Background: an optimization exercise with open tools, aiming at small area and a short achievable clock period. Do not read the settings as production practice.
The RTL was checked by simulation tests, not by an equivalence proof against the original design.
Power and IR drop assume default switching activity.

==> flow/design.v (excerpt) <==
module CPU(
	input clk,
	input reset,
	output [4:0] instr_addr,
	input [18:0] instr,
	output reg [18:0] alu_result,
	output rf_we,
	output [2:0] rf_waddr,
	output reg [18:0] rf_wdata,
	output mem_we,
	output [4:0] mem_waddr,
	output [18:0] mem_wdata
);
Settings: LEC_CHECK=0, CAP_MARGIN=20, CORE_MARGIN=2, CORE_UTILIZATION=60, SLEW_MARGIN=20; clock period 19.0 ns.
standard.sh (not shown) runs the stock make flow with config.mk's settings and CLKGATE_MAP_FILE= SYNTH_SCRIPT=/design/flow/synth_recipe.tcl, a recipe that flattens the netlist after the stock synthesis.
==> flow/flow/run.sh <==
#!/bin/bash
# The standard layout (standard.sh) with these changes:
#  - ABC maps the logic with flow/abc.script (area-recovering mapping) instead
#    of ORFS's abc_speed.script; the rest of the synthesis is synth_recipe.tcl;
#  - repair_timing aims for SETUP_SLACK_MARGIN ns of setup slack;
#  - clock tree: no dummy loads, larger sink clusters;
#  - ports are buffered with buf_2 (repair_timing resizes them as needed).
# The SDC (clock period, I/O delays, loads) is the standard flow's, unchanged.
set -euo pipefail
W=$(pwd)
cat > "$W/abc_wrap.tcl" <<EOT
proc abc {args} {
  set i [lsearch \$args -script]
  if {\$i >= 0} { lset args [expr {\$i + 1}] $W/flow/abc.script }
  yosys abc {*}\$args
}
source $W/synth_recipe.tcl
EOT
sed "s#SYNTH_SCRIPT=[^ ]*#SYNTH_SCRIPT=$W/abc_wrap.tcl#" standard.sh > my_standard.sh
export SETUP_SLACK_MARGIN=${MARGIN:-5}
export CTS_ARGS="-sink_clustering_enable -repair_clock_nets -dont_use_dummy_load -sink_clustering_size 24 -sink_clustering_max_diameter 70"
export BUFFER_PORTS_ARGS="-buffer_cell sky130_fd_sc_hd__buf_2"
bash my_standard.sh finish > standard.log 2>&1
==> flow/flow/abc.script <==
&get -n
&st
&dch
&nf -R 1000
&st
&dch
&nf -R 1000
&put
buffer -c
topo
stime -c
upsize -c
dnsize -c
Then changed:
==> flow/flow/run.sh (replaced) <==
#!/bin/bash
# The standard layout (standard.sh) with these changes:
#  - ABC maps the logic with flow/abc.script (area-recovering mapping) instead
#    of ORFS's abc_speed.script; the rest of the synthesis is synth_recipe.tcl;
#  - repair_timing aims for 5.3 ns of setup slack up to clock tree synthesis
#    and 4.9 ns after global routing;
#  - clock tree: no dummy loads, larger sink clusters;
#  - ports are buffered with buf_1 (repair_timing resizes them as needed).
# The SDC (clock period, I/O delays, loads) is the standard flow's, unchanged.
set -euo pipefail
W=$(pwd)
cat > "$W/abc_wrap.tcl" <<EOT
proc abc {args} {
  set i [lsearch \$args -script]
  if {\$i >= 0} { lset args [expr {\$i + 1}] $W/flow/abc.script }
  yosys abc {*}\$args
}
source $W/synth_recipe.tcl
EOT
sed "s#SYNTH_SCRIPT=[^ ]*#SYNTH_SCRIPT=$W/abc_wrap.tcl#" standard.sh > my_standard.sh
export SETUP_SLACK_MARGIN=5
export CTS_ARGS="-sink_clustering_enable -repair_clock_nets -dont_use_dummy_load -sink_clustering_size 24 -sink_clustering_max_diameter 70"
export BUFFER_PORTS_ARGS="-buffer_cell sky130_fd_sc_hd__buf_1"
SETUP_SLACK_MARGIN=5.3 bash my_standard.sh cts > standard_to_cts.log 2>&1
SETUP_SLACK_MARGIN=4.9 bash my_standard.sh finish > standard.log 2>&1
Effect: The changed run produced a clean layout; die area stays the same; routed wire length rose by a few percent; non-clock buffer count rises by 1; flip-flop and latch count stays the same; via count rises slightly; global-route usage increases by 1.1 points; total power falls slightly.
Then changed:
==> flow/flow/run.sh (replaced) <==
#!/bin/bash
# The standard layout (standard.sh) with these changes:
#  - ABC maps the logic with flow/abc.script (area-recovering mapping) instead
#    of ORFS's abc_speed.script; the rest of the synthesis is synth_recipe.tcl;
#  - repair_timing aims for 5.4 ns of setup slack, and is not run again
#    after global routing (SKIP_INCREMENTAL_REPAIR);
#  - clock tree: no dummy loads, larger sink clusters;
#  - ports are buffered with buf_1 (repair_timing resizes them as needed).
# The SDC (clock period, I/O delays, loads) is the standard flow's, unchanged.
set -euo pipefail
W=$(pwd)
cat > "$W/abc_wrap.tcl" <<EOT
proc abc {args} {
  set i [lsearch \$args -script]
  if {\$i >= 0} { lset args [expr {\$i + 1}] $W/flow/abc.script }
  yosys abc {*}\$args
}
source $W/synth_recipe.tcl
EOT
sed "s#SYNTH_SCRIPT=[^ ]*#SYNTH_SCRIPT=$W/abc_wrap.tcl#" standard.sh > my_standard.sh
export SETUP_SLACK_MARGIN=5.4
export SKIP_INCREMENTAL_REPAIR=1
export CTS_ARGS="-sink_clustering_enable -repair_clock_nets -dont_use_dummy_load -sink_clustering_size 24 -sink_clustering_max_diameter 70"
export BUFFER_PORTS_ARGS="-buffer_cell sky130_fd_sc_hd__buf_1"
bash my_standard.sh finish > standard.log 2>&1
Outcome: The new run passed the timing, design-rule and antenna checks. First-iteration DRC count went up by a little under a tenth. Sequential cell count does not change. Via count went down slightly. Total power hardly moves. Die area does not change. Synthesized area does not change. Cell area stays flat. Wire length went down slightly. Core utilization went up by 0.17 points. Global-route usage went down by 0.14 points. Hold slack improved by 0.0069 ns.
Then changed:
==> flow/flow/run.sh (replaced) <==
#!/bin/bash
# The standard layout (standard.sh) with these changes:
#  - ABC maps the logic with flow/abc.script (area-recovering mapping) instead
#    of ORFS's abc_speed.script; the rest of the synthesis is synth_recipe.tcl;
#  - repair_timing aims for SETUP_SLACK_MARGIN ns of setup slack;
#  - clock tree: no dummy loads, larger sink clusters;
#  - ports are buffered with buf_2 (repair_timing resizes them as needed).
# The SDC (clock period, I/O delays, loads) is the standard flow's, unchanged.
set -euo pipefail
W=$(pwd)
cat > "$W/abc_wrap.tcl" <<EOT
proc abc {args} {
  set i [lsearch \$args -script]
  if {\$i >= 0} { lset args [expr {\$i + 1}] $W/flow/abc.script }
  yosys abc {*}\$args
}
source $W/synth_recipe.tcl
EOT
sed "s#SYNTH_SCRIPT=[^ ]*#SYNTH_SCRIPT=$W/abc_wrap.tcl#" standard.sh > my_standard.sh
export SETUP_SLACK_MARGIN=5.4
export CTS_ARGS="-sink_clustering_enable -repair_clock_nets -dont_use_dummy_load -sink_clustering_size 24 -sink_clustering_max_diameter 70"
export BUFFER_PORTS_ARGS="-buffer_cell sky130_fd_sc_hd__buf_2"
bash my_standard.sh finish > standard.log 2>&1
Outcome: Sequential share of layout area fell by 2.1 points. Via count rose by 3.2%. Die area stays the same. Sequential cell count stays the same. Count of clock-buffer cells in the layout fell by 1. Global-route usage is about the same.
Then changed:
--- a/flow/flow/run.sh
+++ b/flow/flow/run.sh
@@ -3,4 +3,6 @@
 #  - ABC maps the logic with flow/abc.script (area-recovering mapping) instead
 #    of ORFS's abc_speed.script; the rest of the synthesis is synth_recipe.tcl;
+#  - no full/half-adder cell extraction (ADDER_MAP_FILE empty), so ABC sees
+#    and times the adders together with the rest of the logic;
 #  - repair_timing aims for SETUP_SLACK_MARGIN ns of setup slack;
 #  - clock tree: no dummy loads, larger sink clusters;
@@ -18,6 +20,7 @@
 EOT
 sed "s#SYNTH_SCRIPT=[^ ]*#SYNTH_SCRIPT=$W/abc_wrap.tcl#" standard.sh > my_standard.sh
-export SETUP_SLACK_MARGIN=5.4
-export CTS_ARGS="-sink_clustering_enable -repair_clock_nets -dont_use_dummy_load -sink_clustering_size 24 -sink_clustering_max_diameter 70"
+export ADDER_MAP_FILE=
+export SETUP_SLACK_MARGIN=${MARGIN:-5}
+export CTS_ARGS="-sink_clustering_enable -repair_clock_nets -dont_use_dummy_load -sink_clustering_size 30 -sink_clustering_max_diameter 80"
 export BUFFER_PORTS_ARGS="-buffer_cell sky130_fd_sc_hd__buf_2"
 bash my_standard.sh finish > standard.log 2>&1
CORE_UTILIZATION = 40   (was 60)
Non-clock buffer count grows by 42.
Final area grows by 1.5%.
Global-route usage shrinks by 12 points.
Routed wire length grows by about 5%.
Then changed:
==> flow/flow/run.sh (replaced) <==
#!/bin/bash
# The standard layout (standard.sh) with these changes:
#  - ABC maps the logic with flow/abc.script (area-recovering mapping) instead
#    of ORFS's abc_speed.script; the rest of the synthesis is synth_recipe.tcl;
#  - repair_timing aims for 5.7 ns of setup slack, and is not run again
#    after global routing (SKIP_INCREMENTAL_REPAIR);
#  - clock tree: no dummy loads, larger sink clusters;
#  - ports are buffered with buf_1 (repair_timing resizes them as needed).
# The SDC (clock period, I/O delays, loads) is the standard flow's, unchanged.
set -euo pipefail
W=$(pwd)
cat > "$W/abc_wrap.tcl" <<EOT
proc abc {args} {
  set i [lsearch \$args -script]
  if {\$i >= 0} { lset args [expr {\$i + 1}] $W/flow/abc.script }
  yosys abc {*}\$args
}
source $W/synth_recipe.tcl
EOT
sed "s#SYNTH_SCRIPT=[^ ]*#SYNTH_SCRIPT=$W/abc_wrap.tcl#" standard.sh > my_standard.sh
export SETUP_SLACK_MARGIN=5.7
export SKIP_INCREMENTAL_REPAIR=1
export CTS_ARGS="-sink_clustering_enable -repair_clock_nets -dont_use_dummy_load -sink_clustering_size 24 -sink_clustering_max_diameter 70"
export BUFFER_PORTS_ARGS="-buffer_cell sky130_fd_sc_hd__buf_1"
bash my_standard.sh finish > standard.log 2>&1
CORE_UTILIZATION = 60   (was 40)
Effect: Total power came out lower by 16%. Worst setup slack is better by 0.70 ns. Maximum frequency grows by 5.1%. Clock-buffer cell count is higher by 6. Non-clock buffer count shrinks by 101. Clock skew drops by 0.064 ns. Wire length went down by 5.6%. Cell area is lower by 3.5%. Via count fell by 4.4%. First-iteration DRC count decreases by 11%. Utilization goes up by 20 points.

[port drivers added, routing unchanged]
How much do the figures lean on ideal ports? The routed layouts below were timed once more, with nothing changed but the port constraints. Step 1 sets driving cells, clkbuf_16 on the clock port and buf_2 on the other inputs (assumed; they add their load-dependent delay and slew). Step 2 adds t to the input delays and takes it off the output delays; t is the mean of the earliest and latest rising clock arrival at the registers after step 1. Input paths then give back, and output paths get back, about the clock's delay inside the block. Slacks: no drivers / after step 1 / after step 2; pairs: no drivers / after step 1.
| run | t (ns) | setup WS [ns] | latest minus earliest clock arrival (ns) |
|---|---|---|---|
| the first run | 0.650 | 5.204 / 5.182 / 5.182 | 0.109 / 0.110 |
| the second run | 0.653 | 5.177 / 5.150 / 5.150 | 0.069 / 0.069 |
| the third run | 0.647 | 5.251 / 5.222 / 5.222 | 0.071 / 0.071 |
| the fourth run | 0.617 | 5.376 / 5.328 / 5.328 | 0.106 / 0.107 |
| the fifth run | 0.639 | 4.689 / 4.620 / 4.620 | 0.138 / 0.139 |
| the sixth run | 0.649 | 5.390 / 5.349 / 5.349 | 0.075 / 0.075 |
After both steps setup and hold are still met in every run listed. For the fifth run, which loses most, drivers alone change the setup slack by -0.069 ns; drivers and shift together by -0.069 ns.
